Source: an optimization exercise on an open RTL-to-GDS flow (aim: small area, a short achievable clock period and few clock cycles per item). Production flows keep margins and buffers that such runs may drop. Function was not checked in any run shown here: the RTL went through the layout flow alone. Power and IR drop assume default switching activity.

==> flow/design.v, too long to show whole: its modules and the start of the top module <==
// module mul_pp_tree: 633 lines
// module mac_tree: 187 lines
// module csa_fa: 4 lines
// module csa_ha: 4 lines
// module matrix_multiplier_v2: 137 lines
module matrix_multiplier_v2
# (
    parameter ADDR_WIDTH = 17,
    parameter DATA_WIDTH = 32
)
(
    input clk,
    input rst,
    input start,
    input [DATA_WIDTH - 1 : 0] x_data,
    input [DATA_WIDTH - 1 : 0] y_data,
    input [ADDR_WIDTH - 1 : 0] x_rows,
    input [ADDR_WIDTH - 1 : 0] y_cols,
    input [ADDR_WIDTH - 1 : 0] x_cols_y_rows,
    output reg [ADDR_WIDTH - 1 : 0] x_addr,
    output reg [ADDR_WIDTH - 1 : 0] y_addr,
    output reg [ADDR_WIDTH - 1 : 0] z_addr,
    output reg [DATA_WIDTH - 1 : 0] z_data,
    output reg z_wen,
    output reg busy
);
  // ...
==> flow/run.sh <==
#!/bin/bash
# synth_recipe.tcl (not shown) runs the flow's synth.tcl, then flattens the netlist and writes it again
# the make line also repeats each setting of config.mk as NAME=value (left out here)
make -C /OpenROAD-flow-scripts/flow DESIGN_CONFIG=/design/flow/config.mk WORK_HOME=/design/flow/orfs CLKGATE_MAP_FILE= SYNTH_SCRIPT=/design/flow/synth_recipe.tcl finish
==> flow/config.mk <==
export PLATFORM = sky130hd
export DESIGN_NAME = matrix_multiplier_v2
export DESIGN_NICKNAME = matrix_multiplier_v2
export VERILOG_FILES = /design/flow/design.v
export SDC_FILE = /design/flow/constraint.sdc
export NUM_CORES = 4
export LEC_CHECK = 0
export CAP_MARGIN = 20
export CORE_MARGIN = 2
export CORE_UTILIZATION = 40
export SETUP_SLACK_MARGIN = 5
export SLEW_MARGIN = 20
export SYNTH_HIERARCHICAL = 1
export SYNTH_MINIMUM_KEEP_SIZE = 0
==> flow/constraint.sdc <==
create_clock -name core_clock -period 8.5 [get_ports {clk}]
set_input_delay 1.7000 -clock core_clock [delete_from_list [all_inputs] [get_ports {clk}]]
set_output_delay 1.7000 -clock core_clock [all_outputs]
set_load 0.01 [all_outputs]
==> summary.txt, run 1 <==
Run status:
- The flow ran to the end and the layout has no timing, DRC or antenna violations.

Final layout:
- The register with the most flip-flops in the layout has 119 of them.
- The count of nets after finishing is 3082.
- The final instance area is 0.03114 sq mm.
- The number of multi-input combinational cells is 1892.
- The area used by sequential logic in the layout is 0.007337 sq mm.
- The count of fill cells added during filler insertion is 5744.
- The relative area of clock buffers and inverters in the final design is 0.05336.
- The utilization after layout is 0.4856.

Placement:
- Once detailed placement completed, the half-perimeter wirelength came to 52420 microns.
- The number of placed instances, taps included, is 3379.
- At the placement stage, the worst setup path has a slack of 3.313 ns.

GRT:
- The pin count of the biggest net entering global routing is 76.
- In the global route stage, met2 resource usage came out at 0.3752.
- The met1 track utilization from global routing is 0.2804.

Critical path:
- The required time reported for the critical path endpoint is 8.91 ns.
- The count of buffering cells on the critical path with inverters included is 3.

Timing:
- The portion of the clock cycle consumed by the worst path in the final layout is 0.4738.
- Setup violations remaining at the end of the flow were counted as 0.
- The worst path setup slack after routing is 4.472 ns.
- For this run, the top clock speed supported by timing is 248.3 MHz.

CTS:
- CTS saw 364 sinks.
- Clock tree synthesis inserted a total of 44 buffers.
- Post-CTS repair changed the size of 224 cells.

Synthesis:
- In the synthesized netlist, the number of instances is 2589.
- The count of distinct cell types in the synthesized netlist is 89.
- By count the netlist is led by 388 x sky130_fd_sc_hd__xnor2_1, 363 x sky130_fd_sc_hd__dfxtp_1, 250 x sky130_fd_sc_hd__a22oi_1, 227 x sky130_fd_sc_hd__fa_1, 159 x sky130_fd_sc_hd__nor2_1.
- The area share of the largest cell type after synthesis is 0.2814.
- After synthesis, the share of flip-flops with an asynchronous set or reset is 0.
- In this run the cell area of the synthesized design comes to 0.02583 sq mm.

Floorplanning:
- The number of tap cells added at floorplan is 855.
- The I/O pin count is 203.
- For this configuration, the core starts out at a cell density of 0.4028.
- The floorplan core area is 0.06412 sq mm.

Drt:
- In this run the top signal layer used is met5.
- The number of DRC markers after the initial detailed-route iteration is 1716.
- The first-pass iteration count of the detailed router is 6.
- The total via count after detailed routing is 19.70k.
- The wire length on met1 is 30770 microns.

Hold path:
- The worst hold path passes through 0 cells.

Power:
- The switching power of the nets is 0.007210 W.
==> module mac_tree, before the edit <==
module mac_tree
(
    input  [118:0] MID,
    input  [31:0] ACC,
    output [31:0] SUM
);
wire k1, k2;
csa_ha u_k1 (.a(MID[8]), .b(MID[9]), .s(k1), .co(k2));
wire k3, k4;
csa_ha u_k3 (.a(MID[12]), .b(MID[13]), .s(k3), .co(k4));
wire k5, k6;
csa_fa u_k5 (.a(MID[15]), .b(MID[16]), .c(MID[17]), .s(k5), .co(k6));
wire k7, k8;
csa_fa u_k7 (.a(MID[19]), .b(MID[20]), .c(MID[21]), .s(k7), .co(k8));
wire k9, k10;
csa_fa u_k9 (.a(MID[23]), .b(MID[24]), .c(MID[25]), .s(k9), .co(k10));
wire k11, k12;
csa_fa u_k11 (.a(MID[27]), .b(MID[28]), .c(MID[29]), .s(k11), .co(k12));
wire k13, k14;
csa_fa u_k13 (.a(MID[31]), .b(MID[32]), .c(MID[33]), .s(k13), .co(k14));
wire k15, k16;
csa_fa u_k15 (.a(MID[35]), .b(MID[36]), .c(MID[37]), .s(k15), .co(k16));
wire k17, k18;
csa_fa u_k17 (.a(MID[39]), .b(MID[40]), .c(MID[41]), .s(k17), .co(k18));
wire k19, k20;
csa_fa u_k19 (.a(MID[43]), .b(MID[44]), .c(MID[45]), .s(k19), .co(k20));
wire k21, k22;
csa_fa u_k21 (.a(MID[47]), .b(MID[48]), .c(MID[49]), .s(k21), .co(k22));
wire k23, k24;
csa_fa u_k23 (.a(MID[51]), .b(MID[52]), .c(MID[53]), .s(k23), .co(k24));
wire k25, k26;
csa_fa u_k25 (.a(MID[55]), .b(MID[56]), .c(MID[57]), .s(k25), .co(k26));
wire k27, k28;
csa_fa u_k27 (.a(MID[59]), .b(MID[60]), .c(MID[61]), .s(k27), .co(k28));
wire k29, k30;
csa_fa u_k29 (.a(MID[63]), .b(MID[64]), .c(MID[65]), .s(k29), .co(k30));
wire k31, k32;
csa_fa u_k31 (.a(MID[67]), .b(MID[68]), .c(MID[69]), .s(k31), .co(k32));
wire k33, k34;
csa_fa u_k33 (.a(MID[71]), .b(MID[72]), .c(MID[73]), .s(k33), .co(k34));
wire k35, k36;
csa_fa u_k35 (.a(MID[75]), .b(MID[76]), .c(MID[77]), .s(k35), .co(k36));
wire k37, k38;
csa_fa u_k37 (.a(MID[79]), .b(MID[80]), .c(MID[81]), .s(k37), .co(k38));
wire k39, k40;
csa_fa u_k39 (.a(MID[83]), .b(MID[84]), .c(MID[85]), .s(k39), .co(k40));
wire k41, k42;
csa_fa u_k41 (.a(MID[87]), .b(MID[88]), .c(MID[89]), .s(k41), .co(k42));
wire k43, k44;
csa_fa u_k43 (.a(MID[91]), .b(MID[92]), .c(MID[93]), .s(k43), .co(k44));
wire k45, k46;
csa_fa u_k45 (.a(MID[95]), .b(MID[96]), .c(MID[97]), .s(k45), .co(k46));
wire k47, k48;
csa_fa u_k47 (.a(MID[99]), .b(MID[100]), .c(MID[101]), .s(k47), .co(k48));
wire k49, k50;
csa_fa u_k49 (.a(MID[103]), .b(MID[104]), .c(MID[105]), .s(k49), .co(k50));
wire k51, k52;
csa_fa u_k51 (.a(MID[107]), .b(MID[108]), .c(MID[109]), .s(k51), .co(k52));
wire k53, k54;
csa_fa u_k53 (.a(MID[111]), .b(MID[112]), .c(MID[113]), .s(k53), .co(k54));
wire k55 = MID[115] ^ MID[116] ^ MID[117];
wire k56, k57;
csa_ha u_k56 (.a(MID[3]), .b(MID[4]), .s(k56), .co(k57));
wire k58, k59;
csa_ha u_k58 (.a(MID[6]), .b(MID[7]), .s(k58), .co(k59));
wire k60, k61;
csa_fa u_k60 (.a(MID[10]), .b(MID[11]), .c(ACC[4]), .s(k60), .co(k61));
wire k62, k63;
csa_fa u_k62 (.a(MID[14]), .b(ACC[5]), .c(k3), .s(k62), .co(k63));
wire k64, k65;
csa_fa u_k64 (.a(MID[18]), .b(ACC[6]), .c(k5), .s(k64), .co(k65));
wire k66, k67;
csa_fa u_k66 (.a(MID[22]), .b(ACC[7]), .c(k7), .s(k66), .co(k67));
wire k68, k69;
csa_fa u_k68 (.a(MID[26]), .b(ACC[8]), .c(k9), .s(k68), .co(k69));
wire k70, k71;
csa_fa u_k70 (.a(MID[30]), .b(ACC[9]), .c(k11), .s(k70), .co(k71));
wire k72, k73;
csa_fa u_k72 (.a(MID[34]), .b(ACC[10]), .c(k13), .s(k72), .co(k73));
wire k74, k75;
csa_fa u_k74 (.a(MID[38]), .b(ACC[11]), .c(k15), .s(k74), .co(k75));
wire k76, k77;
csa_fa u_k76 (.a(MID[42]), .b(ACC[12]), .c(k17), .s(k76), .co(k77));
wire k78, k79;
csa_fa u_k78 (.a(MID[46]), .b(ACC[13]), .c(k19), .s(k78), .co(k79));
wire k80, k81;
csa_fa u_k80 (.a(MID[50]), .b(ACC[14]), .c(k21), .s(k80), .co(k81));
wire k82, k83;
csa_fa u_k82 (.a(MID[54]), .b(ACC[15]), .c(k23), .s(k82), .co(k83));
wire k84, k85;
csa_fa u_k84 (.a(MID[58]), .b(ACC[16]), .c(k25), .s(k84), .co(k85));
wire k86, k87;
csa_fa u_k86 (.a(MID[62]), .b(ACC[17]), .c(k27), .s(k86), .co(k87));
wire k88, k89;
csa_fa u_k88 (.a(MID[66]), .b(ACC[18]), .c(k29), .s(k88), .co(k89));
wire k90, k91;
csa_fa u_k90 (.a(MID[70]), .b(ACC[19]), .c(k31), .s(k90), .co(k91));
wire k92, k93;
csa_fa u_k92 (.a(MID[74]), .b(ACC[20]), .c(k33), .s(k92), .co(k93));
wire k94, k95;
csa_fa u_k94 (.a(MID[78]), .b(ACC[21]), .c(k35), .s(k94), .co(k95));
wire k96, k97;
csa_fa u_k96 (.a(MID[82]), .b(ACC[22]), .c(k37), .s(k96), .co(k97));
wire k98, k99;
csa_fa u_k98 (.a(MID[86]), .b(ACC[23]), .c(k39), .s(k98), .co(k99));
wire k100, k101;
csa_fa u_k100 (.a(MID[90]), .b(ACC[24]), .c(k41), .s(k100), .co(k101));
wire k102, k103;
csa_fa u_k102 (.a(MID[94]), .b(ACC[25]), .c(k43), .s(k102), .co(k103));
wire k104, k105;
csa_fa u_k104 (.a(MID[98]), .b(ACC[26]), .c(k45), .s(k104), .co(k105));
wire k106, k107;
csa_fa u_k106 (.a(MID[102]), .b(ACC[27]), .c(k47), .s(k106), .co(k107));
wire k108, k109;
csa_fa u_k108 (.a(MID[106]), .b(ACC[28]), .c(k49), .s(k108), .co(k109));
wire k110, k111;
csa_fa u_k110 (.a(MID[110]), .b(ACC[29]), .c(k51), .s(k110), .co(k111));
wire k112, k113;
csa_fa u_k112 (.a(MID[114]), .b(ACC[30]), .c(k53), .s(k112), .co(k113));
wire k114 = MID[118] ^ ACC[31] ^ k55;
wire k115, k116;
csa_ha u_k115 (.a(MID[0]), .b(MID[1]), .s(k115), .co(k116));
wire k117, k118;
csa_ha u_k117 (.a(MID[2]), .b(ACC[1]), .s(k117), .co(k118));
wire k119, k120;
csa_fa u_k119 (.a(MID[5]), .b(ACC[2]), .c(k56), .s(k119), .co(k120));
wire k121, k122;
csa_fa u_k121 (.a(ACC[3]), .b(k58), .c(k57), .s(k121), .co(k122));
wire k123, k124;
csa_fa u_k123 (.a(k1), .b(k60), .c(k59), .s(k123), .co(k124));
wire k125, k126;
csa_fa u_k125 (.a(k2), .b(k62), .c(k61), .s(k125), .co(k126));
wire k127, k128;
csa_fa u_k127 (.a(k4), .b(k64), .c(k63), .s(k127), .co(k128));
wire k129, k130;
csa_fa u_k129 (.a(k6), .b(k66), .c(k65), .s(k129), .co(k130));
wire k131, k132;
csa_fa u_k131 (.a(k8), .b(k68), .c(k67), .s(k131), .co(k132));
wire k133, k134;
csa_fa u_k133 (.a(k10), .b(k70), .c(k69), .s(k133), .co(k134));
wire k135, k136;
csa_fa u_k135 (.a(k12), .b(k72), .c(k71), .s(k135), .co(k136));
wire k137, k138;
csa_fa u_k137 (.a(k14), .b(k74), .c(k73), .s(k137), .co(k138));
wire k139, k140;
csa_fa u_k139 (.a(k16), .b(k76), .c(k75), .s(k139), .co(k140));
wire k141, k142;
csa_fa u_k141 (.a(k18), .b(k78), .c(k77), .s(k141), .co(k142));
wire k143, k144;
csa_fa u_k143 (.a(k20), .b(k80), .c(k79), .s(k143), .co(k144));
wire k145, k146;
csa_fa u_k145 (.a(k22), .b(k82), .c(k81), .s(k145), .co(k146));
wire k147, k148;
csa_fa u_k147 (.a(k24), .b(k84), .c(k83), .s(k147), .co(k148));
wire k149, k150;
csa_fa u_k149 (.a(k26), .b(k86), .c(k85), .s(k149), .co(k150));
wire k151, k152;
csa_fa u_k151 (.a(k28), .b(k88), .c(k87), .s(k151), .co(k152));
wire k153, k154;
csa_fa u_k153 (.a(k30), .b(k90), .c(k89), .s(k153), .co(k154));
wire k155, k156;
csa_fa u_k155 (.a(k32), .b(k92), .c(k91), .s(k155), .co(k156));
wire k157, k158;
csa_fa u_k157 (.a(k34), .b(k94), .c(k93), .s(k157), .co(k158));
wire k159, k160;
csa_fa u_k159 (.a(k36), .b(k96), .c(k95), .s(k159), .co(k160));
wire k161, k162;
csa_fa u_k161 (.a(k38), .b(k98), .c(k97), .s(k161), .co(k162));
wire k163, k164;
csa_fa u_k163 (.a(k40), .b(k100), .c(k99), .s(k163), .co(k164));
wire k165, k166;
csa_fa u_k165 (.a(k42), .b(k102), .c(k101), .s(k165), .co(k166));
wire k167, k168;
csa_fa u_k167 (.a(k44), .b(k104), .c(k103), .s(k167), .co(k168));
wire k169, k170;
csa_fa u_k169 (.a(k46), .b(k106), .c(k105), .s(k169), .co(k170));
wire k171, k172;
csa_fa u_k171 (.a(k48), .b(k108), .c(k107), .s(k171), .co(k172));
wire k173, k174;
csa_fa u_k173 (.a(k50), .b(k110), .c(k109), .s(k173), .co(k174));
wire k175, k176;
csa_fa u_k175 (.a(k52), .b(k112), .c(k111), .s(k175), .co(k176));
wire k177 = k54 ^ k114 ^ k113;
wire [31:0] ra = {k177, k175, k173, k171, k169, k167, k165, k163, k161, k159, k157, k155, k153, k151, k149, k147, k145, k143, k141, k139, k137, k135, k133, k131, k129, k127, k125, k123, k121, k119, k117, ACC[0]};
wire [31:0] rb = {k176, k174, k172, k170, k168, k166, k164, k162, k160, k158, k156, k154, k152, k150, k148, k146, k144, k142, k140, k138, k136, k134, k132, k130, k128, k126, k124, k122, k120, k118, k116, k115};
assign SUM = ra + rb;
endmodule
==> module matrix_multiplier_v2, before the edit <==
module matrix_multiplier_v2
# (
    parameter ADDR_WIDTH = 17,
    parameter DATA_WIDTH = 32
)
(
    input clk,
    input rst,
    input start,
    input [DATA_WIDTH - 1 : 0] x_data,
    input [DATA_WIDTH - 1 : 0] y_data,
    input [ADDR_WIDTH - 1 : 0] x_rows,
    input [ADDR_WIDTH - 1 : 0] y_cols,
    input [ADDR_WIDTH - 1 : 0] x_cols_y_rows,
    output reg [ADDR_WIDTH - 1 : 0] x_addr,
    output reg [ADDR_WIDTH - 1 : 0] y_addr,
    output reg [ADDR_WIDTH - 1 : 0] z_addr,
    output reg [DATA_WIDTH - 1 : 0] z_data,
    output reg z_wen,
    output reg busy
);
localparam AW = ADDR_WIDTH;
localparam DW = DATA_WIDTH;
localparam MW = 119;
localparam ND = 16;
reg          act;        
reg          kz;         
reg          fst;        
reg [AW-1:0] kcnt;       
reg [AW-1:0] col;        
reg [AW-1:0] row;        
reg [AW-1:0] rowbase;    
wire [AW-1:0] col_inc = col + 1'b1;
wire [AW-1:0] row_inc = row + 1'b1;
wire [AW-1:0] x_inc   = x_addr + 1'b1;
wire last_k = kz | (kcnt == 1);
wire last_c = (col_inc == y_cols);
wire last_r = (row_inc == x_rows);
always @(posedge clk) begin
    if (rst)
        act <= 1'b0;
    else if (start)
        act <= (x_rows != 0) && (y_cols != 0);
    else if (last_k && last_c && last_r)
        act <= 1'b0;
end
always @(posedge clk) begin
    if (start) begin
        kz      <= (x_cols_y_rows == 0);
        kcnt    <= x_cols_y_rows;
        col     <= {AW{1'b0}};
        row     <= {AW{1'b0}};
        rowbase <= {AW{1'b0}};
        x_addr  <= {AW{1'b0}};
        y_addr  <= {AW{1'b0}};
        fst     <= 1'b1;
    end else begin
        fst <= last_k;
        if (!last_k) begin
            kcnt   <= kcnt - 1'b1;
            x_addr <= x_inc;
            y_addr <= y_addr + y_cols;
        end else begin
            kcnt <= x_cols_y_rows;
            if (!last_c) begin
                col    <= col_inc;
                y_addr <= col_inc;
                x_addr <= rowbase;
            end else begin
                col     <= {AW{1'b0}};
                y_addr  <= {AW{1'b0}};
                row     <= row_inc;
                rowbase <= x_inc;
                x_addr  <= x_inc;
            end
        end
    end
end
reg v1, f1, l1;
reg v2, f2, l2;
reg [DW-1:0] a_r;
reg [ND-1:0] one_r, two_r, neg_r;    
reg v3, f3, l3;
reg [MW-1:0] mid_r;
wire [MW-1:0] mid;
wire [DW-1:0] sum;
mul_pp_tree mul_pp_tree
(
    .A(a_r),
    .ONE(one_r),
    .TWO(two_r),
    .NEG(neg_r),
    .MID(mid)
);
mac_tree mac_tree
(
    .MID(mid_r),
    .ACC(f3 ? {DW{1'b0}} : z_data),
    .SUM(sum)
);
always @(posedge clk) begin
    if (rst) begin
        v1 <= 1'b0; v2 <= 1'b0; v3 <= 1'b0;
        z_wen <= 1'b0;
        busy  <= 1'b0;
    end else begin
        v1 <= act;
        v2 <= v1;
        v3 <= v2;
        z_wen <= v3 & l3;
        busy  <= (start & (x_rows != 0) & (y_cols != 0)) | act | v1 | v2 | v3;
    end
end
wire [DW:0] yb = {y_data, 1'b0};
integer i;
always @(posedge clk) begin
    for (i = 0; i < ND; i = i + 1) begin
        one_r[i] <= yb[2*i+1] ^ yb[2*i];
        two_r[i] <= (yb[2*i+2] ^ yb[2*i+1]) & ~(yb[2*i+1] ^ yb[2*i]);
        neg_r[i] <= yb[2*i+2] & ~(yb[2*i+1] & yb[2*i]);
    end
end
always @(posedge clk) begin
    f1 <= fst;    l1 <= last_k;
    f2 <= f1;     l2 <= l1;
    f3 <= f2;     l3 <= l2;
    a_r <= kz ? {DW{1'b0}} : x_data;
    mid_r <= mid;
    z_data <= sum;
end
always @(posedge clk) begin
    if (start)
        z_addr <= {AW{1'b0}};
    else if (z_wen)
        z_addr <= z_addr + 1'b1;
end
endmodule
==> inputs of run 2 (changes only) <==
--- a/flow/design.v
+++ b/flow/design.v
@@ -1,16 +1,16 @@
 `timescale 1ns / 1ps
 module mul_pp_tree
 (
     input  [31:0] A,
     input  [15:0] ONE,
     input  [15:0] TWO,
     input  [15:0] NEG,
-    output [118:0] MID
+    output [91:0] MID
 );
 wire pp0_0 = (ONE[0] & A[0]) ^ NEG[0];
 wire pp0_1 = ((ONE[0] & A[1]) | (TWO[0] & A[0])) ^ NEG[0];
 wire pp0_2 = ((ONE[0] & A[2]) | (TWO[0] & A[1])) ^ NEG[0];
 wire pp0_3 = ((ONE[0] & A[3]) | (TWO[0] & A[2])) ^ NEG[0];
 wire pp0_4 = ((ONE[0] & A[4]) | (TWO[0] & A[3])) ^ NEG[0];
 wire pp0_5 = ((ONE[0] & A[5]) | (TWO[0] & A[4])) ^ NEG[0];
 wire pp0_6 = ((ONE[0] & A[6]) | (TWO[0] & A[5])) ^ NEG[0];
@@ -625,203 +625,203 @@
 wire m344, m345;
 csa_fa u_m344 (.a(m234), .b(m236), .c(m238), .s(m344), .co(m345));
 wire m346, m347;
 csa_fa u_m346 (.a(m245), .b(m247), .c(m249), .s(m346), .co(m347));
 wire m348, m349;
 csa_fa u_m348 (.a(m240), .b(m242), .c(m244), .s(m348), .co(m349));
 wire m350 = m251 ^ m252 ^ m253;
 wire m351 = m246 ^ m248 ^ m250;
-assign MID = {m349, m347, m351, m350, m345, m343, m348, m346, m341, m339, m344, m342, m337, m335, m340, m338, m333, m331, m336, m334, m329, m327, m332, m330, m325, m323, m328, m326, m321, m319, m324, m322, m317, m315, m320, m318, m313, m311, m316, m314, m309, m307, m312, m310, m305, m303, m308, m306, m301, m299, m304, m302, m297, m295, m300, m298, m293, m291, m296, m294, m289, m287, m292, m290, m285, m283, m288, m286, m281, m279, m284, m282, m277, m275, m280, m278, m273, m271, m276, m274, m269, m267, m272, m270, m265, m263, m268, m266, m261, m259, m264, m262, m257, m260, m258, NEG[4], m255, m256, pp3_1, pp2_3, m254, NEG[3], pp3_0, pp2_2, pp2_1, pp1_3, pp0_5, NEG[2], pp2_0, pp1_2, pp0_4, pp1_1, pp0_3, NEG[1], pp1_0, pp0_2, pp0_1, NEG[0], pp0_0};
+wire m352, m353;
+csa_ha u_m352 (.a(pp0_4), .b(pp1_2), .s(m352), .co(m353));
+wire m354, m355;
+csa_ha u_m354 (.a(pp0_5), .b(pp1_3), .s(m354), .co(m355));
+wire m356, m357;
+csa_fa u_m356 (.a(pp2_2), .b(pp3_0), .c(NEG[3]), .s(m356), .co(m357));
+wire m358, m359;
+csa_fa u_m358 (.a(pp2_3), .b(pp3_1), .c(m256), .s(m358), .co(m359));
+wire m360, m361;
+csa_fa u_m360 (.a(NEG[4]), .b(m258), .c(m260), .s(m360), .co(m361));
+wire m362, m363;
+csa_fa u_m362 (.a(m262), .b(m264), .c(m259), .s(m362), .co(m363));
+wire m364, m365;
+csa_fa u_m364 (.a(m266), .b(m268), .c(m263), .s(m364), .co(m365));
+wire m366, m367;
+csa_fa u_m366 (.a(m270), .b(m272), .c(m267), .s(m366), .co(m367));
+wire m368, m369;
+csa_fa u_m368 (.a(m274), .b(m276), .c(m271), .s(m368), .co(m369));
+wire m370, m371;
+csa_fa u_m370 (.a(m278), .b(m280), .c(m275), .s(m370), .co(m371));
+wire m372, m373;
+csa_fa u_m372 (.a(m282), .b(m284), .c(m279), .s(m372), .co(m373));
+wire m374, m375;
+csa_fa u_m374 (.a(m286), .b(m288), .c(m283), .s(m374), .co(m375));
+wire m376, m377;
+csa_fa u_m376 (.a(m290), .b(m292), .c(m287), .s(m376), .co(m377));
+wire m378, m379;
+csa_fa u_m378 (.a(m294), .b(m296), .c(m291), .s(m378), .co(m379));
+wire m380, m381;
+csa_fa u_m380 (.a(m298), .b(m300), .c(m295), .s(m380), .co(m381));
+wire m382, m383;
+csa_fa u_m382 (.a(m302), .b(m304), .c(m299), .s(m382), .co(m383));
+wire m384, m385;
+csa_fa u_m384 (.a(m306), .b(m308), .c(m303), .s(m384), .co(m385));
+wire m386, m387;
+csa_fa u_m386 (.a(m310), .b(m312), .c(m307), .s(m386), .co(m387));
+wire m388, m389;
+csa_fa u_m388 (.a(m314), .b(m316), .c(m311), .s(m388), .co(m389));
+wire m390, m391;
+csa_fa u_m390 (.a(m318), .b(m320), .c(m315), .s(m390), .co(m391));
+wire m392, m393;
+csa_fa u_m392 (.a(m322), .b(m324), .c(m319), .s(m392), .co(m393));
+wire m394, m395;
+csa_fa u_m394 (.a(m326), .b(m328), .c(m323), .s(m394), .co(m395));
+wire m396, m397;
+csa_fa u_m396 (.a(m330), .b(m332), .c(m327), .s(m396), .co(m397));
+wire m398, m399;
+csa_fa u_m398 (.a(m334), .b(m336), .c(m331), .s(m398), .co(m399));
+wire m400, m401;
+csa_fa u_m400 (.a(m338), .b(m340), .c(m335), .s(m400), .co(m401));
+wire m402, m403;
+csa_fa u_m402 (.a(m342), .b(m344), .c(m339), .s(m402), .co(m403));
+wire m404, m405;
+csa_fa u_m404 (.a(m346), .b(m348), .c(m343), .s(m404), .co(m405));
+wire m406 = m350 ^ m351 ^ m347;
+assign MID = {m405, m406, m349, m403, m404, m345, m401, m402, m341, m399, m400, m337, m397, m398, m333, m395, m396, m329, m393, m394, m325, m391, m392, m321, m389, m390, m317, m387, m388, m313, m385, m386, m309, m383, m384, m305, m381, m382, m301, m379, m380, m297, m377, m378, m293, m375, m376, m289, m373, m374, m285, m371, m372, m281, m369, m370, m277, m367, m368, m273, m365, m366, m269, m363, m364, m265, m361, m362, m261, m359, m360, m257, m357, m358, m255, m355, m356, m254, m353, m354, pp2_1, m352, NEG[2], pp2_0, pp1_1, pp0_3, NEG[1], pp1_0, pp0_2, pp0_1, NEG[0], pp0_0};
 endmodule
 module mac_tree
 (
-    input  [118:0] MID,
+    input  [91:0] MID,
     input  [31:0] ACC,
     output [31:0] SUM
 );
 wire k1, k2;
-csa_ha u_k1 (.a(MID[8]), .b(MID[9]), .s(k1), .co(k2));
+csa_ha u_k1 (.a(MID[3]), .b(MID[4]), .s(k1), .co(k2));
 wire k3, k4;
-csa_ha u_k3 (.a(MID[12]), .b(MID[13]), .s(k3), .co(k4));
+csa_ha u_k3 (.a(MID[6]), .b(MID[7]), .s(k3), .co(k4));
 wire k5, k6;
-csa_fa u_k5 (.a(MID[15]), .b(MID[16]), .c(MID[17]), .s(k5), .co(k6));
+csa_fa u_k5 (.a(MID[8]), .b(MID[9]), .c(MID[10]), .s(k5), .co(k6));
 wire k7, k8;
-csa_fa u_k7 (.a(MID[19]), .b(MID[20]), .c(MID[21]), .s(k7), .co(k8));
+csa_fa u_k7 (.a(MID[11]), .b(MID[12]), .c(MID[13]), .s(k7), .co(k8));
 wire k9, k10;
-csa_fa u_k9 (.a(MID[23]), .b(MID[24]), .c(MID[25]), .s(k9), .co(k10));
+csa_fa u_k9 (.a(MID[14]), .b(MID[15]), .c(MID[16]), .s(k9), .co(k10));
 wire k11, k12;
-csa_fa u_k11 (.a(MID[27]), .b(MID[28]), .c(MID[29]), .s(k11), .co(k12));
+csa_fa u_k11 (.a(MID[17]), .b(MID[18]), .c(MID[19]), .s(k11), .co(k12));
 wire k13, k14;
-csa_fa u_k13 (.a(MID[31]), .b(MID[32]), .c(MID[33]), .s(k13), .co(k14));
+csa_fa u_k13 (.a(MID[20]), .b(MID[21]), .c(MID[22]), .s(k13), .co(k14));
 wire k15, k16;
-csa_fa u_k15 (.a(MID[35]), .b(MID[36]), .c(MID[37]), .s(k15), .co(k16));
+csa_fa u_k15 (.a(MID[23]), .b(MID[24]), .c(MID[25]), .s(k15), .co(k16));
 wire k17, k18;
-csa_fa u_k17 (.a(MID[39]), .b(MID[40]), .c(MID[41]), .s(k17), .co(k18));
+csa_fa u_k17 (.a(MID[26]), .b(MID[27]), .c(MID[28]), .s(k17), .co(k18));
 wire k19, k20;
-csa_fa u_k19 (.a(MID[43]), .b(MID[44]), .c(MID[45]), .s(k19), .co(k20));
+csa_fa u_k19 (.a(MID[29]), .b(MID[30]), .c(MID[31]), .s(k19), .co(k20));
 wire k21, k22;
-csa_fa u_k21 (.a(MID[47]), .b(MID[48]), .c(MID[49]), .s(k21), .co(k22));
+csa_fa u_k21 (.a(MID[32]), .b(MID[33]), .c(MID[34]), .s(k21), .co(k22));
 wire k23, k24;
-csa_fa u_k23 (.a(MID[51]), .b(MID[52]), .c(MID[53]), .s(k23), .co(k24));
+csa_fa u_k23 (.a(MID[35]), .b(MID[36]), .c(MID[37]), .s(k23), .co(k24));
 wire k25, k26;
-csa_fa u_k25 (.a(MID[55]), .b(MID[56]), .c(MID[57]), .s(k25), .co(k26));
+csa_fa u_k25 (.a(MID[38]), .b(MID[39]), .c(MID[40]), .s(k25), .co(k26));
 wire k27, k28;
-csa_fa u_k27 (.a(MID[59]), .b(MID[60]), .c(MID[61]), .s(k27), .co(k28));
+csa_fa u_k27 (.a(MID[41]), .b(MID[42]), .c(MID[43]), .s(k27), .co(k28));
 wire k29, k30;
-csa_fa u_k29 (.a(MID[63]), .b(MID[64]), .c(MID[65]), .s(k29), .co(k30));
+csa_fa u_k29 (.a(MID[44]), .b(MID[45]), .c(MID[46]), .s(k29), .co(k30));
 wire k31, k32;
-csa_fa u_k31 (.a(MID[67]), .b(MID[68]), .c(MID[69]), .s(k31), .co(k32));
+csa_fa u_k31 (.a(MID[47]), .b(MID[48]), .c(MID[49]), .s(k31), .co(k32));
 wire k33, k34;
-csa_fa u_k33 (.a(MID[71]), .b(MID[72]), .c(MID[73]), .s(k33), .co(k34));
+csa_fa u_k33 (.a(MID[50]), .b(MID[51]), .c(MID[52]), .s(k33), .co(k34));
 wire k35, k36;
-csa_fa u_k35 (.a(MID[75]), .b(MID[76]), .c(MID[77]), .s(k35), .co(k36));
+csa_fa u_k35 (.a(MID[53]), .b(MID[54]), .c(MID[55]), .s(k35), .co(k36));
 wire k37, k38;
-csa_fa u_k37 (.a(MID[79]), .b(MID[80]), .c(MID[81]), .s(k37), .co(k38));
+csa_fa u_k37 (.a(MID[56]), .b(MID[57]), .c(MID[58]), .s(k37), .co(k38));
 wire k39, k40;
-csa_fa u_k39 (.a(MID[83]), .b(MID[84]), .c(MID[85]), .s(k39), .co(k40));
+csa_fa u_k39 (.a(MID[59]), .b(MID[60]), .c(MID[61]), .s(k39), .co(k40));
 wire k41, k42;
-csa_fa u_k41 (.a(MID[87]), .b(MID[88]), .c(MID[89]), .s(k41), .co(k42));
+csa_fa u_k41 (.a(MID[62]), .b(MID[63]), .c(MID[64]), .s(k41), .co(k42));
 wire k43, k44;
-csa_fa u_k43 (.a(MID[91]), .b(MID[92]), .c(MID[93]), .s(k43), .co(k44));
+csa_fa u_k43 (.a(MID[65]), .b(MID[66]), .c(MID[67]), .s(k43), .co(k44));
 wire k45, k46;
-csa_fa u_k45 (.a(MID[95]), .b(MID[96]), .c(MID[97]), .s(k45), .co(k46));
+csa_fa u_k45 (.a(MID[68]), .b(MID[69]), .c(MID[70]), .s(k45), .co(k46));
 wire k47, k48;
-csa_fa u_k47 (.a(MID[99]), .b(MID[100]), .c(MID[101]), .s(k47), .co(k48));
+csa_fa u_k47 (.a(MID[71]), .b(MID[72]), .c(MID[73]), .s(k47), .co(k48));
 wire k49, k50;
-csa_fa u_k49 (.a(MID[103]), .b(MID[104]), .c(MID[105]), .s(k49), .co(k50));
+csa_fa u_k49 (.a(MID[74]), .b(MID[75]), .c(MID[76]), .s(k49), .co(k50));
 wire k51, k52;
-csa_fa u_k51 (.a(MID[107]), .b(MID[108]), .c(MID[109]), .s(k51), .co(k52));
+csa_fa u_k51 (.a(MID[77]), .b(MID[78]), .c(MID[79]), .s(k51), .co(k52));
 wire k53, k54;
-csa_fa u_k53 (.a(MID[111]), .b(MID[112]), .c(MID[113]), .s(k53), .co(k54));
-wire k55 = MID[115] ^ MID[116] ^ MID[117];
-wire k56, k57;
-csa_ha u_k56 (.a(MID[3]), .b(MID[4]), .s(k56), .co(k57));
-wire k58, k59;
-csa_ha u_k58 (.a(MID[6]), .b(MID[7]), .s(k58), .co(k59));
+csa_fa u_k53 (.a(MID[80]), .b(MID[81]), .c(MID[82]), .s(k53), .co(k54));
+wire k55, k56;
+csa_fa u_k55 (.a(MID[83]), .b(MID[84]), .c(MID[85]), .s(k55), .co(k56));
+wire k57, k58;
+csa_fa u_k57 (.a(MID[86]), .b(MID[87]), .c(MID[88]), .s(k57), .co(k58));
+wire k59 = MID[89] ^ MID[90] ^ MID[91];
 wire k60, k61;
-csa_fa u_k60 (.a(MID[10]), .b(MID[11]), .c(ACC[4]), .s(k60), .co(k61));
+csa_ha u_k60 (.a(MID[0]), .b(MID[1]), .s(k60), .co(k61));
 wire k62, k63;
-csa_fa u_k62 (.a(MID[14]), .b(ACC[5]), .c(k3), .s(k62), .co(k63));
+csa_ha u_k62 (.a(MID[2]), .b(ACC[1]), .s(k62), .co(k63));
 wire k64, k65;
-csa_fa u_k64 (.a(MID[18]), .b(ACC[6]), .c(k5), .s(k64), .co(k65));
+csa_fa u_k64 (.a(MID[5]), .b(ACC[2]), .c(k1), .s(k64), .co(k65));
 wire k66, k67;
-csa_fa u_k66 (.a(MID[22]), .b(ACC[7]), .c(k7), .s(k66), .co(k67));
+csa_fa u_k66 (.a(ACC[3]), .b(k3), .c(k2), .s(k66), .co(k67));
 wire k68, k69;
-csa_fa u_k68 (.a(MID[26]), .b(ACC[8]), .c(k9), .s(k68), .co(k69));
+csa_fa u_k68 (.a(ACC[4]), .b(k5), .c(k4), .s(k68), .co(k69));
 wire k70, k71;
-csa_fa u_k70 (.a(MID[30]), .b(ACC[9]), .c(k11), .s(k70), .co(k71));
+csa_fa u_k70 (.a(ACC[5]), .b(k7), .c(k6), .s(k70), .co(k71));
 wire k72, k73;
-csa_fa u_k72 (.a(MID[34]), .b(ACC[10]), .c(k13), .s(k72), .co(k73));
+csa_fa u_k72 (.a(ACC[6]), .b(k9), .c(k8), .s(k72), .co(k73));
 wire k74, k75;
-csa_fa u_k74 (.a(MID[38]), .b(ACC[11]), .c(k15), .s(k74), .co(k75));
+csa_fa u_k74 (.a(ACC[7]), .b(k11), .c(k10), .s(k74), .co(k75));
 wire k76, k77;
-csa_fa u_k76 (.a(MID[42]), .b(ACC[12]), .c(k17), .s(k76), .co(k77));
+csa_fa u_k76 (.a(ACC[8]), .b(k13), .c(k12), .s(k76), .co(k77));
 wire k78, k79;
-csa_fa u_k78 (.a(MID[46]), .b(ACC[13]), .c(k19), .s(k78), .co(k79));
+csa_fa u_k78 (.a(ACC[9]), .b(k15), .c(k14), .s(k78), .co(k79));
 wire k80, k81;
-csa_fa u_k80 (.a(MID[50]), .b(ACC[14]), .c(k21), .s(k80), .co(k81));
+csa_fa u_k80 (.a(ACC[10]), .b(k17), .c(k16), .s(k80), .co(k81));
 wire k82, k83;
-csa_fa u_k82 (.a(MID[54]), .b(ACC[15]), .c(k23), .s(k82), .co(k83));
+csa_fa u_k82 (.a(ACC[11]), .b(k19), .c(k18), .s(k82), .co(k83));
 wire k84, k85;
-csa_fa u_k84 (.a(MID[58]), .b(ACC[16]), .c(k25), .s(k84), .co(k85));
+csa_fa u_k84 (.a(ACC[12]), .b(k21), .c(k20), .s(k84), .co(k85));
 wire k86, k87;
-csa_fa u_k86 (.a(MID[62]), .b(ACC[17]), .c(k27), .s(k86), .co(k87));
+csa_fa u_k86 (.a(ACC[13]), .b(k23), .c(k22), .s(k86), .co(k87));
 wire k88, k89;
-csa_fa u_k88 (.a(MID[66]), .b(ACC[18]), .c(k29), .s(k88), .co(k89));
+csa_fa u_k88 (.a(ACC[14]), .b(k25), .c(k24), .s(k88), .co(k89));
 wire k90, k91;
-csa_fa u_k90 (.a(MID[70]), .b(ACC[19]), .c(k31), .s(k90), .co(k91));
+csa_fa u_k90 (.a(ACC[15]), .b(k27), .c(k26), .s(k90), .co(k91));
 wire k92, k93;
-csa_fa u_k92 (.a(MID[74]), .b(ACC[20]), .c(k33), .s(k92), .co(k93));
+csa_fa u_k92 (.a(ACC[16]), .b(k29), .c(k28), .s(k92), .co(k93));
 wire k94, k95;
-csa_fa u_k94 (.a(MID[78]), .b(ACC[21]), .c(k35), .s(k94), .co(k95));
+csa_fa u_k94 (.a(ACC[17]), .b(k31), .c(k30), .s(k94), .co(k95));
 wire k96, k97;
-csa_fa u_k96 (.a(MID[82]), .b(ACC[22]), .c(k37), .s(k96), .co(k97));
+csa_fa u_k96 (.a(ACC[18]), .b(k33), .c(k32), .s(k96), .co(k97));
 wire k98, k99;
-csa_fa u_k98 (.a(MID[86]), .b(ACC[23]), .c(k39), .s(k98), .co(k99));
+csa_fa u_k98 (.a(ACC[19]), .b(k35), .c(k34), .s(k98), .co(k99));
 wire k100, k101;
-csa_fa u_k100 (.a(MID[90]), .b(ACC[24]), .c(k41), .s(k100), .co(k101));
+csa_fa u_k100 (.a(ACC[20]), .b(k37), .c(k36), .s(k100), .co(k101));
 wire k102, k103;
-csa_fa u_k102 (.a(MID[94]), .b(ACC[25]), .c(k43), .s(k102), .co(k103));
+csa_fa u_k102 (.a(ACC[21]), .b(k39), .c(k38), .s(k102), .co(k103));
 wire k104, k105;
-csa_fa u_k104 (.a(MID[98]), .b(ACC[26]), .c(k45), .s(k104), .co(k105));
+csa_fa u_k104 (.a(ACC[22]), .b(k41), .c(k40), .s(k104), .co(k105));
 wire k106, k107;
-csa_fa u_k106 (.a(MID[102]), .b(ACC[27]), .c(k47), .s(k106), .co(k107));
+csa_fa u_k106 (.a(ACC[23]), .b(k43), .c(k42), .s(k106), .co(k107));
 wire k108, k109;
-csa_fa u_k108 (.a(MID[106]), .b(ACC[28]), .c(k49), .s(k108), .co(k109));
+csa_fa u_k108 (.a(ACC[24]), .b(k45), .c(k44), .s(k108), .co(k109));
 wire k110, k111;
-csa_fa u_k110 (.a(MID[110]), .b(ACC[29]), .c(k51), .s(k110), .co(k111));
+csa_fa u_k110 (.a(ACC[25]), .b(k47), .c(k46), .s(k110), .co(k111));
 wire k112, k113;
-csa_fa u_k112 (.a(MID[114]), .b(ACC[30]), .c(k53), .s(k112), .co(k113));
-wire k114 = MID[118] ^ ACC[31] ^ k55;
-wire k115, k116;
-csa_ha u_k115 (.a(MID[0]), .b(MID[1]), .s(k115), .co(k116));
-wire k117, k118;
-csa_ha u_k117 (.a(MID[2]), .b(ACC[1]), .s(k117), .co(k118));
-wire k119, k120;
-csa_fa u_k119 (.a(MID[5]), .b(ACC[2]), .c(k56), .s(k119), .co(k120));
-wire k121, k122;
-csa_fa u_k121 (.a(ACC[3]), .b(k58), .c(k57), .s(k121), .co(k122));
-wire k123, k124;
-csa_fa u_k123 (.a(k1), .b(k60), .c(k59), .s(k123), .co(k124));
-wire k125, k126;
-csa_fa u_k125 (.a(k2), .b(k62), .c(k61), .s(k125), .co(k126));
-wire k127, k128;
-csa_fa u_k127 (.a(k4), .b(k64), .c(k63), .s(k127), .co(k128));
-wire k129, k130;
-csa_fa u_k129 (.a(k6), .b(k66), .c(k65), .s(k129), .co(k130));
-wire k131, k132;
-csa_fa u_k131 (.a(k8), .b(k68), .c(k67), .s(k131), .co(k132));
-wire k133, k134;
-csa_fa u_k133 (.a(k10), .b(k70), .c(k69), .s(k133), .co(k134));
-wire k135, k136;
-csa_fa u_k135 (.a(k12), .b(k72), .c(k71), .s(k135), .co(k136));
-wire k137, k138;
-csa_fa u_k137 (.a(k14), .b(k74), .c(k73), .s(k137), .co(k138));
-wire k139, k140;
-csa_fa u_k139 (.a(k16), .b(k76), .c(k75), .s(k139), .co(k140));
-wire k141, k142;
-csa_fa u_k141 (.a(k18), .b(k78), .c(k77), .s(k141), .co(k142));
-wire k143, k144;
-csa_fa u_k143 (.a(k20), .b(k80), .c(k79), .s(k143), .co(k144));
-wire k145, k146;
-csa_fa u_k145 (.a(k22), .b(k82), .c(k81), .s(k145), .co(k146));
-wire k147, k148;
-csa_fa u_k147 (.a(k24), .b(k84), .c(k83), .s(k147), .co(k148));
-wire k149, k150;
-csa_fa u_k149 (.a(k26), .b(k86), .c(k85), .s(k149), .co(k150));
-wire k151, k152;
-csa_fa u_k151 (.a(k28), .b(k88), .c(k87), .s(k151), .co(k152));
-wire k153, k154;
-csa_fa u_k153 (.a(k30), .b(k90), .c(k89), .s(k153), .co(k154));
-wire k155, k156;
-csa_fa u_k155 (.a(k32), .b(k92), .c(k91), .s(k155), .co(k156));
-wire k157, k158;
-csa_fa u_k157 (.a(k34), .b(k94), .c(k93), .s(k157), .co(k158));
-wire k159, k160;
-csa_fa u_k159 (.a(k36), .b(k96), .c(k95), .s(k159), .co(k160));
-wire k161, k162;
-csa_fa u_k161 (.a(k38), .b(k98), .c(k97), .s(k161), .co(k162));
-wire k163, k164;
-csa_fa u_k163 (.a(k40), .b(k100), .c(k99), .s(k163), .co(k164));
-wire k165, k166;
-csa_fa u_k165 (.a(k42), .b(k102), .c(k101), .s(k165), .co(k166));
-wire k167, k168;
-csa_fa u_k167 (.a(k44), .b(k104), .c(k103), .s(k167), .co(k168));
-wire k169, k170;
-csa_fa u_k169 (.a(k46), .b(k106), .c(k105), .s(k169), .co(k170));
-wire k171, k172;
-csa_fa u_k171 (.a(k48), .b(k108), .c(k107), .s(k171), .co(k172));
-wire k173, k174;
-csa_fa u_k173 (.a(k50), .b(k110), .c(k109), .s(k173), .co(k174));
-wire k175, k176;
-csa_fa u_k175 (.a(k52), .b(k112), .c(k111), .s(k175), .co(k176));
-wire k177 = k54 ^ k114 ^ k113;
-wire [31:0] ra = {k177, k175, k173, k171, k169, k167, k165, k163, k161, k159, k157, k155, k153, k151, k149, k147, k145, k143, k141, k139, k137, k135, k133, k131, k129, k127, k125, k123, k121, k119, k117, ACC[0]};
-wire [31:0] rb = {k176, k174, k172, k170, k168, k166, k164, k162, k160, k158, k156, k154, k152, k150, k148, k146, k144, k142, k140, k138, k136, k134, k132, k130, k128, k126, k124, k122, k120, k118, k116, k115};
+csa_fa u_k112 (.a(ACC[26]), .b(k49), .c(k48), .s(k112), .co(k113));
+wire k114, k115;
+csa_fa u_k114 (.a(ACC[27]), .b(k51), .c(k50), .s(k114), .co(k115));
+wire k116, k117;
+csa_fa u_k116 (.a(ACC[28]), .b(k53), .c(k52), .s(k116), .co(k117));
+wire k118, k119;
+csa_fa u_k118 (.a(ACC[29]), .b(k55), .c(k54), .s(k118), .co(k119));
+wire k120, k121;
+csa_fa u_k120 (.a(ACC[30]), .b(k57), .c(k56), .s(k120), .co(k121));
+wire k122 = ACC[31] ^ k59 ^ k58;
+wire [31:0] ra = {k122, k120, k118, k116, k114, k112, k110, k108, k106, k104, k102, k100, k98, k96, k94, k92, k90, k88, k86, k84, k82, k80, k78, k76, k74, k72, k70, k68, k66, k64, k62, ACC[0]};
+wire [31:0] rb = {k121, k119, k117, k115, k113, k111, k109, k107, k105, k103, k101, k99, k97, k95, k93, k91, k89, k87, k85, k83, k81, k79, k77, k75, k73, k71, k69, k67, k65, k63, k61, k60};
 assign SUM = ra + rb;
 endmodule
 module csa_fa (input a, input b, input c, output s, output co);
 assign s = a ^ b ^ c;
 assign co = (a & b) | (a & c) | (b & c);
 endmodule
 module csa_ha (input a, input b, output s, output co);
 assign s = a ^ b;
@@ -846,17 +846,17 @@
     output reg [ADDR_WIDTH - 1 : 0] y_addr,
     output reg [ADDR_WIDTH - 1 : 0] z_addr,
     output reg [DATA_WIDTH - 1 : 0] z_data,
     output reg z_wen,
     output reg busy
 );
 localparam AW = ADDR_WIDTH;
 localparam DW = DATA_WIDTH;
-localparam MW = 119;
+localparam MW = 92;
 localparam ND = 16;
 reg          act;        
 reg          kz;         
 reg          fst;        
 reg [AW-1:0] kcnt;       
 reg [AW-1:0] col;        
 reg [AW-1:0] row;        
 reg [AW-1:0] rowbase;    
==> run 2 against run 1 <==
Net effect: utilization rose by 0.61 points; largest cell class unchanged; still clean; sequential power fell by 9.6%; setup slack improved by 0.29 ns; critical endpoint is now mid_r[90]; final cell count fell by 0.20%; critical path depth rose by 1; non-clock buffer count rose by 13; register-to-register slack got worse by 0.02 ns; design area fell by 0.38%; worst hold slack improved by 0.012 ns; die area fell by 1.1%.
==> summary.txt, run 2 <==
Run status:
- The flow ran to the end and the layout has no timing, DRC or antenna violations.

GRT:
- Summed over all layers, the global routing overflow is 0.
- The pin count of the biggest net entering global routing is 71 (-6.6%).
- The initial antenna violation count came to 12.
- The via count of the first global-routing pass came to 21.00k.
- Across every metal layer, demand over resource in global routing totals 0.2390.
- The global-route wire length before repair is 123800 microns.

Placement:
- The last weighted congestion value of the routability-driven placer is 0.8977.
- The half-perimeter wire length after detailed placement is 54660 microns (+4.3%).
- Input and output buffers added on the ports amount to 202.

Final layout:
- The number of flip-flops under the largest register name was 92 (-23%).
- In the layout the commonest cells are 380 x sky130_fd_sc_hd__xnor2_1, 293 x sky130_fd_sc_hd__dfxtp_1, 233 x sky130_fd_sc_hd__a22oi_1.
- The most frequent standard cell in the layout excluding fill and tap cells is sky130_fd_sc_hd__xnor2_1.
- Summing all multi-input logic gate instances after layout gives 0.01794 sq mm.
- The largest registers in the layout are mid_r (92), a_r (32), z_data (32).
- The count of nets after finishing is 3088 (+0.19%).
- The layout overhead on the synthesized area is 21.50%.
- Counting flops per register, the top entry is mid_r.
- The count of fill cells added during filler insertion is 5736 (-0.14%).
- Of the cells placed in the final design, the portion with a size suffix greater than 1 is 0.1547.
- The area used by sequential logic in the layout is 0.006888 sq mm (-6.1%).

Power:
- For this design the static power due to leakage is 11.33 nW.
- Dividing total power by cell area gives a power density of 351.0 mW/mm^2.
- IR analysis of the VDD net gives a maximum drop of 0.2691 mV.

Timing:
- The maximum operating frequency is 267.2 MHz (+7.6%).
- At the pin with the least slew margin, the transition time is 1.065 ns.
- The max-slew violation count is 0.
- The total of endpoints with negative setup slack in the final report is 0 (unchanged).
- Setup repair after global routing could not meet its margin everywhere.
- The portion of the clock cycle consumed by the worst path in the final layout is 0.4403 (-0.03357).
- The final total negative setup slack is 0 ns.
- The relative slew slack is 0.2838.
- The worst path in the final design needs a cycle of 3.742 ns, including I/O delays and setup.
- The number of hold violations in the final report is 0.
- The tightest hold margin is 0.3354 ns.
- The worst setup skew after layout is 0.03482 ns.

Floorplanning:
- The floorplan core area is 0.06308 sq mm (-1.6%).
- The initial core utilization is 0.4047 (+0.001926).
- After floorplanning, the core was divided into 92 placement rows.
- The x dimension of the die is 256.6 microns.
- The I/O pin count is 203 (unchanged).
- The overall die height is 256.6 microns.
- The die covers 0.06586 sq mm.

CTS:
- After clock tree synthesis, the clock-pin slew on the worst setup and hold paths is 0.07 ns.
- The number of buffers added by the clock tree synthesis step is 41 (-6.8%).
- The total clock sinks is 337 (-7.4%).
- In this run the deepest clock path goes through 3 buffers.
- The clock root buffer is sky130_fd_sc_hd__clkbuf_16.
- The number of buffers inserted for hold repair after clock tree synthesis is 0.
- In this run the number of H-tree levels came out at 2.
- Clock latency on the worst-skew pair, taken at its later pin, is 0.59 ns.
- The CTS tree is built.

Synthesis:
- For this run, the register share of the synthesized area comes to 0.2646.
- Ranked by instance count, the synthesized netlist is headed by 392 x sky130_fd_sc_hd__xnor2_1, 336 x sky130_fd_sc_hd__dfxtp_1, 257 x sky130_fd_sc_hd__a22oi_1, 227 x sky130_fd_sc_hd__fa_1, 124 x sky130_fd_sc_hd__nand2_1.
- The warning count from the yosys run is 7.
- The synthesized cell area is 0.02553 sq mm (-1.1%).
- The count of mapped cells out of synthesis is 2572 (-0.66%).
- The number of synthesized register bits is 337.
- Summed over all instances, the cell type with the most area after synthesis is sky130_fd_sc_hd__dfxtp_1.
- The post-synth net total is 3016.
- The post-synthesis async set-or-reset flop share is 0 (unchanged).
- The most frequently used cell type in the post-synthesis netlist is sky130_fd_sc_hd__xnor2_1.
- A synthesized cell averages 9.926 sq um.
- In the synthesized netlist the dominant register cell turns out to be sky130_fd_sc_hd__dfxtp_1.
- The count of distinct cell types in the synthesized netlist is 83 (-6.7%).
- The area share of the largest cell type after synthesis is 0.2635 (-0.01792).
- The number of enable-type register cells in the synthesized netlist is 1.
- By area the synthesized netlist is led by sky130_fd_sc_hd__dfxtp_1 26%, sky130_fd_sc_hd__fa_1 18%, sky130_fd_sc_hd__xnor2_1 13%.

Critical path:
- The largest fanout on the critical path is 5.
- The data arrival at the endpoint of the critical path is 4.21 ns.
- The slowest library cell on the worst path is sky130_fd_sc_hd__fa_1.
- The critical path is of the flip-flop to flip-flop type.
- The required time reported for the critical path endpoint is 8.97 ns (+0.06 ns).
- The highest cell delay on the worst timing path is 0.61 ns.
- The kind of cell with the highest combined delay along the critical path is adder cells.
- The worst reg-to-reg path cell count is 12.
- The worst setup path is captured at a flip-flop.
- The slack of the worst reg-to-reg path is 4.76 ns.
- The startpoint type of the worst setup path is a flip-flop.
- Traced cell by cell, the critical path runs through buf_12 -> a22oi_2 -> xnor2_2 -> fa_1 -> fa_1 -> fa_1 -> fa_2 -> xor2_2 -> xnor2_1 -> xnor2_1 -> xnor3_2 -> xnor3_1.
- The worst flop-to-flop path startpoint is two_r[3].
- The depth of the critical timing path with buffers and inverters included is 12.
- The most repeated library cell on the critical path is sky130_fd_sc_hd__fa_1.
- The count of buffering cells on the critical path with inverters included was 1 (-2).
- The endpoint of the most critical register-to-register path is mid_r[90].

Drt:
- The first-pass iteration count of the detailed router is 7 (+1).
- In this run the remaining antenna-violating nets after routing total 0.
- The total via count after detailed routing is 20.08k (+1.9%).
- The number of DRC markers after the initial detailed-route iteration is 1742 (+1.5%).
- In the final routed layout, each cell accounts on average for 22.71 microns.
- After detailed routing, the number of remaining DRC violations is 0.
- The wire length after detailed routing is 80080 microns.
- Using the TritonRoute via totals, the vias-per-cell ratio works out to 5.695.

Hold path:
- The kind of path behind the tightest hold check is flip-flop to flip-flop.
- The number of stages on the worst hold path is 0 (unchanged).
- The terminating pin of the worst hold path is f3.
- The startpoint identified for the worst hold timing path is f2.

Run:
- Across the run, the number of max-cap violations was 0.
[run 2: cell types whose count changed in the layout (fill, tap and decap cells not counted), sizes merged, moves of 10 or more]
cell    change
nor2       -46
nor4       +13
dfxtp      -27
a211oi     +10
bufbuf     +12
nand3      +15
nand2      +18
a21o       -18
o41ai      +12
mux2i      +14
[run 2: logic make-up (layout without fill, tap and decap cells)]
| group | Yosys count | after routing | share of synthesized area |
|---|---|---|---|
| xor+xnor | 474 | 474 | 0.1659 |
| compound gates | 509 | 509 | 0.1455 |
| other cells | 0 | 3 | 0 |
| flops | 337 | 337 | 0.2646 |
| buf+inv | 329 | 432 | 0.06729 |
| mux | 30 | 30 | 0.01225 |
| fa+ha+maj | 326 | 326 | 0.2265 |
| simple gates | 567 | 569 | 0.1179 |
[run 2: per-layer routing]
metal | routed length (microns) | share of wire | global-route usage | vias up
met5 | 105 | 0.0013 | 0 | -
met1 | 34250 | 0.43 | 0.3128 | 9937
met2 | 36660 | 0.46 | 0.3848 | 896
li1 | - | - | - | 9036
met3 | 6340 | 0.079 | 0.05269 | 195
met4 | 2716 | 0.034 | 0.09205 | 18
[run 2: worst max path at each step]
stage                  to  slack [ns]  startpoint
4_1_cts         mid_r[90]        4.77    two_r[0]
3_3_place_gp   rowbase[9]        3.59   y_cols[5]
2_1_floorplan   mid_r[90]        4.80     a_r[13]
5_1_grt         mid_r[90]        4.64    two_r[3]
6_report        mid_r[90]        4.76    two_r[3]
3_5_place_dp   rowbase[8]        3.51   y_cols[1]
[run 2: per-module statistics from Yosys, one instance, submodules excluded]
module	cells inside	area [sq um]
matrix_multiplier_v2	1265	12950
mul_pp_tree	793	5856
mac_tree	258	1834
csa_fa	1	20.02
csa_ha	1	12.51
[run 2: final cells by class]
cell class / count / share of cell area
antenna: 3 / 0.0002420
clock buffer: 48 / 0.03558
clock inverter: 28 / 0.009277
inverter: 32 / 0.003872
multi-input combinational: 1908 / 0.5783
sequential: 337 / 0.2220
tap: 846 / 0.03412
timing repair buffer: 324 / 0.1165
[run 2: through the flow]
step / utilization / std cells / area [sq um] / total power (W) / setup slack, ns
2_1_floorplan: - / 2572 / 25980 / 0.007960 / 4.798
3_3_place_gp: 0.4385 / 3365 / 27660 / 0.008591 / 3.587
3_5_place_dp: 0.4385 / 3365 / 27660 / 0.008712 / 3.512
4_1_cts: 0.4814 / 3488 / 30370 / 0.01075 / 4.775
5_1_grt: 0.4917 / 3525 / 31020 / 0.01181 / 4.641
6_report: 0.4917 / 3526 / 31020 / 0.01089 / 4.758
[run 2: power breakdown]
group / switching (W) / internal (W)
logic: 0.00371 / 0.00312
clock network: 0.000764 / 0.00104
registers: 0.000226 / 0.00202
[run 2: timing repair]
item,in CTS,in global routing
pin swaps,57,63
gates cloned,17,0
setup endpoints to repair,125,103
gates resized for setup,182,93
setup buffers,30,35
hold endpoints to repair,0,0

port drivers added, routing unchanged:
The results above use ideal ports. As a check the final layouts listed here were re-extracted and re-timed, cells and wires unchanged. Step 1, drivers: a clkbuf_16 drives clk and a buf_2 each remaining input, both assumed. Step 2 also shifts input and output timing later by t, the mid clock arrival at the registers, as if the neighbouring blocks saw the same clock. a / b / c = ideal / step 1 / step 2; a / b = the first two.
run | t (ns) | setup WS [ns] | cell pins on the clock port's net
run 1 | 0.635 | 4.472 / 4.492 / 3.857 | 1
run 2 | 0.631 | 4.758 / 4.758 / 4.480 | 1
After both steps every run listed still meets setup and hold. The setup slack of run 1, which loses most, moves by +0.020 ns with the drivers and by -0.615 ns with both steps.
